Context: an optimization exercise on an open-source flow, tuned for small area, a short achievable clock period and few clock cycles. The choices shown serve that exercise and are no tape-out recipe.
At most, simulation tests tie the RTL to the original design; equivalence was not proved.

Design fullyconnect_4, start of the top module:
module fullyconnect_4(
	input logic 				  Clk, Reset, start,
	input logic signed [31:0] curdata,
	input logic signed [31:0] curweight,
	input logic signed [31:0] curbias,
	output logic 		 [13:0] data_addr,
	output logic 		 [13:0] weight_addr,
	output logic 		 [9:0]  bias_addr,
	output logic 		 [13:0] temp_addr,
	output logic signed[31:0] temp_data,
	output logic     			  temp_wren,
	output logic 				  ready
);
	logic        running;         
	logic [5:0]  step;            
	logic [5:0]  neuron;          
	logic [11:0] waddr;           
	logic        go, step_last, layer_last;
	assign data_addr   = {8'd0, step};
	assign weight_addr = {2'd0, waddr};
	assign bias_addr   = {4'd0, neuron};
	assign go = running | start;
	assign step_last  = (step == 6'd59);
	assign layer_last = step_last & (neuron == 6'd47);
	always_ff @(posedge Clk) begin
		if (Reset) begin
			running <= 1'b0;
			step    <= 6'd0;
			neuron  <= 6'd0;
			waddr   <= 12'd0;
		end else if (go) begin
			if (layer_last) begin
				running <= 1'b0;
				step    <= 6'd0;
				neuron  <= 6'd0;
				waddr   <= 12'd0;
			end else begin
				running <= 1'b1;
				step    <= step_last ? 6'd0 : step + 6'd1;
				neuron  <= neuron + {5'd0, step_last};
				waddr   <= waddr + 12'd1;
			end
		end
	end
	logic v0, f0, l0, e0, v1, f1, l1, e1;
	always_ff @(posedge Clk) begin
		if (Reset) begin
			v0 <= 1'b0;
			v1 <= 1'b0;
		end else begin
			v0 <= go;
			v1 <= v0;
		end
		f0 <= (step == 6'd0);
		l0 <= step_last;
		e0 <= layer_last;
		f1 <= f0;
		l1 <= l0;
		e1 <= e0;
	end
	logic [31:0] d;
	logic [31:0] w;
	always_ff @(posedge Clk) begin
		d <= curdata;
		w <= curweight;
	end
	logic [214:0] rows, r1;
	Mult kernel(.d(d), .w(w), .rows(rows));
	logic [31:0] bias;
	always_ff @(posedge Clk) begin
		r1   <= rows;
		bias <= curbias;    
	end
	logic [31:0] acc, x;
	assign x = f1 ? bias : acc;
  ...
clock: 10.0 ns
lec_check: 0
cap_margin: 20
core_margin: 2
core_utilization: 40
place_density: 0.6
slew_margin: 20
run.sh (not shown) runs the stock make flow with config.mk's settings and CLKGATE_MAP_FILE= SYNTH_SCRIPT=/design/flow/synth_recipe.tcl, a recipe that flattens the netlist after the stock synthesis.
Change:
Settings changed: ABC_CLOCK_PERIOD_IN_PS set to 3000.
Setup slack stays the same.
Wire length is unchanged.
First-iteration DRC count stays the same.
Sequential share of layout area stays the same.
Final area stays the same.
Critical path depth does not change.
Non-clock buffer count stays the same.
Global-route usage stays the same.
Synthesized area is unchanged.
No functional check of the RTL was part of any run of this note.

========
Another version of the RTL of fullyconnect_4 (not shown whole).
Size in the first run: roughly 3000 cells after synthesis, ~450 flip-flops, ~190 I/O pins, about 33000 um^2 of cells after synthesis.
// fullyconnect_4
module fullyconnect_4(
	input logic 				  Clk, Reset, start,
	input logic signed [31:0] curdata,
	input logic signed [31:0] curweight,
	input logic signed [31:0] curbias,
	output logic 		 [13:0] data_addr,
	output logic 		 [13:0] weight_addr,
	output logic 		 [9:0]  bias_addr,
	output logic 		 [13:0] temp_addr,
	output logic signed[31:0] temp_data,
	output logic     			  temp_wren,
	output logic 				  ready
);
	logic        running;    
	logic [5:0]  step;       
	logic [5:0]  neuron;     
	logic [11:0] waddr;      
	logic        go, step_last, layer_last;
	assign data_addr   = {8'd0, step};
	assign weight_addr = {2'd0, waddr};
	assign bias_addr   = {4'd0, neuron};
	assign go = running;
	assign step_last  = (step == 6'd59);
	assign layer_last = step_last & (neuron == 6'd47);
	always_ff @(posedge Clk) begin
		if (Reset) begin
			running <= 1'b0;
			step    <= 6'd0;
			neuron  <= 6'd0;
			waddr   <= 12'd0;
		end else if (go) begin
			if (layer_last) begin
				running <= 1'b0;
				step    <= 6'd0;
				neuron  <= 6'd0;
				waddr   <= 12'd0;
			end else begin
				running <= 1'b1;
				step    <= step_last ? 6'd0 : step + 6'd1;
				neuron  <= neuron + {5'd0, step_last};
				waddr   <= waddr + 12'd1;
			end
		end else if (start) begin
			running <= 1'b1;
		end
	end
	logic v0, f0, l0, e0, v1, f1, l1, e1, wr, rdy, wr2, rdy2;
	always_ff @(posedge Clk) begin
		if (Reset) begin
			v0   <= 1'b0;
			v1   <= 1'b0;
			wr   <= 1'b0;
			rdy  <= 1'b0;
			wr2  <= 1'b0;
			rdy2 <= 1'b0;
		end else begin
			v0   <= go;
			v1   <= v0;
			wr   <= v1 & l1;
			rdy  <= v1 & l1 & e1;
			wr2  <= wr;
			rdy2 <= rdy;
		end
		f0 <= (step == 6'd0);
		l0 <= step_last;
		e0 <= layer_last;
		f1 <= f0;
		l1 <= l0;
		e1 <= e0;
	end
	logic [31:0] d;
	logic [15:0] e_one, e_two, e_neg;
	logic [32:0] wx;
	assign wx = {curweight, 1'b0};
	always_ff @(posedge Clk) begin
		d <= curdata;
  ...
clock: 10.0 ns
lec_check: 0
cap_margin: 20
core_margin: 2
core_utilization: 40
place_density: 0.6
slew_margin: 20
standard.sh (not shown) runs the stock make flow with config.mk's settings and CLKGATE_MAP_FILE= SYNTH_SCRIPT=/design/flow/synth_recipe.tcl, a recipe that flattens the netlist after the stock synthesis.
==> flow/flow/run.sh <==
#!/bin/bash
# Layout flow: the standard ORFS flow (standard.sh) with these changes:
#  - synthesis runs the standard script with yosys's early generic ABC pass
#    skipped (synth -noabc), so that extract_fa sees the adders as written;
#  - timing repair (floorplan, CTS, global route) aims for SETUP_MARGIN ns of
#    setup slack beyond the design's clock period;
#  - every port still gets a buffer, but a plain buffer cell (PORT_BUF) rather
#    than the delay cell buffer_ports picks by default; repair may upsize it;
#  - clock tree synthesis runs with ORFS's arguments plus CTS_EXTRA.
# Every tool's output stays in ORFS's logs under orfs/logs; make's output is
# in standard.log.
set -euo pipefail
SETUP_MARGIN=7.0
PORT_BUF=sky130_fd_sc_hd__buf_1
CTS_EXTRA="-dont_use_dummy_load -buf_list {sky130_fd_sc_hd__clkbuf_4 sky130_fd_sc_hd__clkbuf_8} -sink_clustering_size 20"
sed 's/yosys synth -nofsm -noshare /yosys synth -nofsm -noshare -noabc /' synth_recipe.tcl > synth_recipe_noabc.tcl
grep -q -- '-noabc' synth_recipe_noabc.tcl
bash standard.sh SYNTH_SCRIPT=$PWD/synth_recipe_noabc.tcl SETUP_SLACK_MARGIN=$SETUP_MARGIN \
  "BUFFER_PORTS_ARGS=-buffer_cell $PORT_BUF" \
  "CTS_ARGS=-sink_clustering_enable -repair_clock_nets $CTS_EXTRA" \
  finish > standard.log 2>&1
The baseline produced a clean layout.
Testbench counts at the start, summed over its fixed seeds: cycles 69,240.
Edit:
==> flow/flow/run.sh (replaced) <==
#!/bin/bash
# Layout flow: the standard ORFS flow (standard.sh) with these changes:
#  - synthesis runs the standard script with yosys's early generic ABC pass
#    skipped (synth -noabc), so that extract_fa sees the adders as written;
#  - timing repair (floorplan, CTS, global route) aims for SETUP_MARGIN ns of
#    setup slack beyond the design's clock period;
#  - every port still gets a buffer, but a plain buffer cell (PORT_BUF) rather
#    than the delay cell buffer_ports picks by default; repair may upsize it.
# Every tool's output stays in ORFS's logs under orfs/logs; make's output is
# in standard.log.
set -euo pipefail
SETUP_MARGIN=7.0
PORT_BUF=sky130_fd_sc_hd__buf_1
sed 's/yosys synth -nofsm -noshare /yosys synth -nofsm -noshare -noabc /' synth_recipe.tcl > synth_recipe_noabc.tcl
grep -q -- '-noabc' synth_recipe_noabc.tcl
bash standard.sh SYNTH_SCRIPT=$PWD/synth_recipe_noabc.tcl SETUP_SLACK_MARGIN=$SETUP_MARGIN \
  "BUFFER_PORTS_ARGS=-buffer_cell $PORT_BUF" finish > standard.log 2>&1
=> Routed wire length is about the same. Cell area climbs by about 2%. Setup slack improves by 0.063 ns. Global-route usage drops by 0.12 points. Via count stays flat. Final cell count climbs by 0.39%. Synthesized cell count stays the same. Sequential cell count stays the same. Clock skew drops by 0.057 ns.
Edit:
==> flow/flow/run.sh (replaced) <==
#!/bin/bash
# Layout flow: the standard ORFS flow (standard.sh) with two changes:
#  - synthesis runs the standard script with yosys's early generic ABC pass
#    skipped (synth -noabc), so that extract_fa sees the adders as written;
#  - timing repair (floorplan, CTS, global route) aims for SETUP_MARGIN ns of
#    setup slack beyond the design's clock period.
# Every tool's output stays in ORFS's logs under orfs/logs; make's output is
# in standard.log.
set -euo pipefail
SETUP_MARGIN=7.0
NOABC=1
SYN=$PWD/synth_recipe.tcl
if [[ $NOABC == 1 ]]; then
  sed 's/yosys synth -nofsm -noshare /yosys synth -nofsm -noshare -noabc /' synth_recipe.tcl > synth_recipe_noabc.tcl
  grep -q -- '-noabc' synth_recipe_noabc.tcl
  SYN=$PWD/synth_recipe_noabc.tcl
fi
bash standard.sh SYNTH_SCRIPT=$SYN SETUP_SLACK_MARGIN=$SETUP_MARGIN finish > standard.log 2>&1
What happened: The changed run finished clean. Count of clock-buffer cells in the layout is lower by 5. Global-route usage goes up by 1.1 points. Die area stays the same. Worst setup slack gets better by 0.0048 ns. Sequential share of layout area decreases by 0.32 points. Maximum frequency hardly moves. Design area came out higher slightly. First-iteration DRC count rose by roughly a tenth.
Edit:
==> flow/flow/run.sh (replaced) <==
#!/bin/bash
# Layout flow: the standard ORFS flow (standard.sh) with these changes:
#  - synthesis runs the standard script with yosys's early generic ABC pass
#    skipped (synth -noabc), so that extract_fa sees the adders as written;
#  - timing repair (floorplan, CTS, global route) aims for SETUP_MARGIN ns of
#    setup slack beyond the design's clock period;
#  - every port still gets a buffer, but a plain buffer cell (PORT_BUF) rather
#    than the delay cell buffer_ports picks by default; repair may upsize it.
# Every tool's output stays in ORFS's logs under orfs/logs; make's output is
# in standard.log.
set -euo pipefail
SETUP_MARGIN=7.3
PORT_BUF=sky130_fd_sc_hd__buf_1
sed 's/yosys synth -nofsm -noshare /yosys synth -nofsm -noshare -noabc /' synth_recipe.tcl > synth_recipe_noabc.tcl
grep -q -- '-noabc' synth_recipe_noabc.tcl
bash standard.sh SYNTH_SCRIPT=$PWD/synth_recipe_noabc.tcl SETUP_SLACK_MARGIN=$SETUP_MARGIN \
  "BUFFER_PORTS_ARGS=-buffer_cell $PORT_BUF" finish > standard.log 2>&1
After rerunning: Register-to-register slack is better by 0.21 ns; design area rises by about 8%; fmax went down by about 0.7%; via count increases by 6.3%; routed wire length went up by 14%; die area stays the same; sequential cell count does not change; clock-buffer cell count rose by 6; setup slack degrades by 0.021 ns; non-clock buffer count went up by 151.
Edit:
--- a/flow/flow/run.sh
+++ b/flow/flow/run.sh
@@ -7,3 +7,4 @@
 #  - every port still gets a buffer, but a plain buffer cell (PORT_BUF) rather
-#    than the delay cell buffer_ports picks by default; repair may upsize it.
+#    than the delay cell buffer_ports picks by default; repair may upsize it;
+#  - clock tree synthesis runs with ORFS's arguments plus CTS_EXTRA.
 # Every tool's output stays in ORFS's logs under orfs/logs; make's output is
@@ -11,4 +12,5 @@
 set -euo pipefail
-SETUP_MARGIN=7.3
+SETUP_MARGIN=7.0
 PORT_BUF=sky130_fd_sc_hd__buf_1
+CTS_EXTRA="-dont_use_dummy_load"
 sed 's/yosys synth -nofsm -noshare /yosys synth -nofsm -noshare -noabc /' synth_recipe.tcl > synth_recipe_noabc.tcl
@@ -16,2 +18,4 @@
 bash standard.sh SYNTH_SCRIPT=$PWD/synth_recipe_noabc.tcl SETUP_SLACK_MARGIN=$SETUP_MARGIN \
-  "BUFFER_PORTS_ARGS=-buffer_cell $PORT_BUF" finish > standard.log 2>&1
+  "BUFFER_PORTS_ARGS=-buffer_cell $PORT_BUF" \
+  "CTS_ARGS=-sink_clustering_enable -repair_clock_nets $CTS_EXTRA" \
+  finish > standard.log 2>&1
What happened: The new run passed the timing, DRC and antenna checks. Core utilization falls by 5.1 points. Cell area falls by 10%. Sequential share of layout area rises by 2.4 points. Non-clock buffer count falls by 149. Die area is unchanged.

-- port drivers added, routing unchanged --
Ports are ideal in the flow. The routed layouts listed here were re-timed in OpenROAD.
Step 1 (the two cells are an assumption about what drives the block):
set clk [get_ports {Clk}]
set_driving_cell -lib_cell sky130_fd_sc_hd__clkbuf_16 $clk
set_driving_cell -lib_cell sky130_fd_sc_hd__buf_2 [delete_from_list [all_inputs] $clk]
Step 2, shift: input delay + t, output delay - t, t = (earliest + latest rising clock arrival at the registers) / 2. This alone moves slack from input paths to output paths.
Three values: ideal ports, drivers, drivers and shift; two values: the first two.
| run | t, ns | setup WS [ns] | hold WS [ns] | worst setup path at the end | worst register clock-pin slew, ns |
|---|---|---|---|---|---|
| the first run of note 1 | 0.686 | 5.102 / 5.102 / 5.102 | 0.325 / 0.325 / 0.325 | register to register | 0.07 / 0.07 |
| the second run of note 1 | 0.686 | 5.102 / 5.102 / 5.102 | 0.325 / 0.325 / 0.325 | register to register | 0.07 / 0.07 |
| the first run of note 2 | 0.703 | 6.854 / 6.787 / 6.749 | 0.329 / 0.329 / 0.329 | input to register | 0.06 / 0.06 |
| the second run of note 2 | 0.674 | 6.916 / 6.846 / 6.734 | 0.330 / 0.330 / 0.330 | input to register | 0.07 / 0.07 |
| the third run of note 2 | 0.670 | 6.921 / 6.852 / 6.814 | 0.334 / 0.334 / 0.334 | input to register | 0.07 / 0.07 |
| the fourth run of note 2 | 0.690 | 6.900 / 6.833 / 7.021 | 0.331 / 0.331 / 0.331 | input to register | 0.06 / 0.06 |
| the fifth run of note 2 | 0.658 | 6.937 / 6.867 / 6.713 | 0.329 / 0.329 / 0.329 | input to register | 0.07 / 0.07 |
After both steps every run listed still meets setup and hold. The setup slack of the fifth run of note 2, which loses most, moves by -0.070 ns with the drivers and by -0.224 ns with both steps.
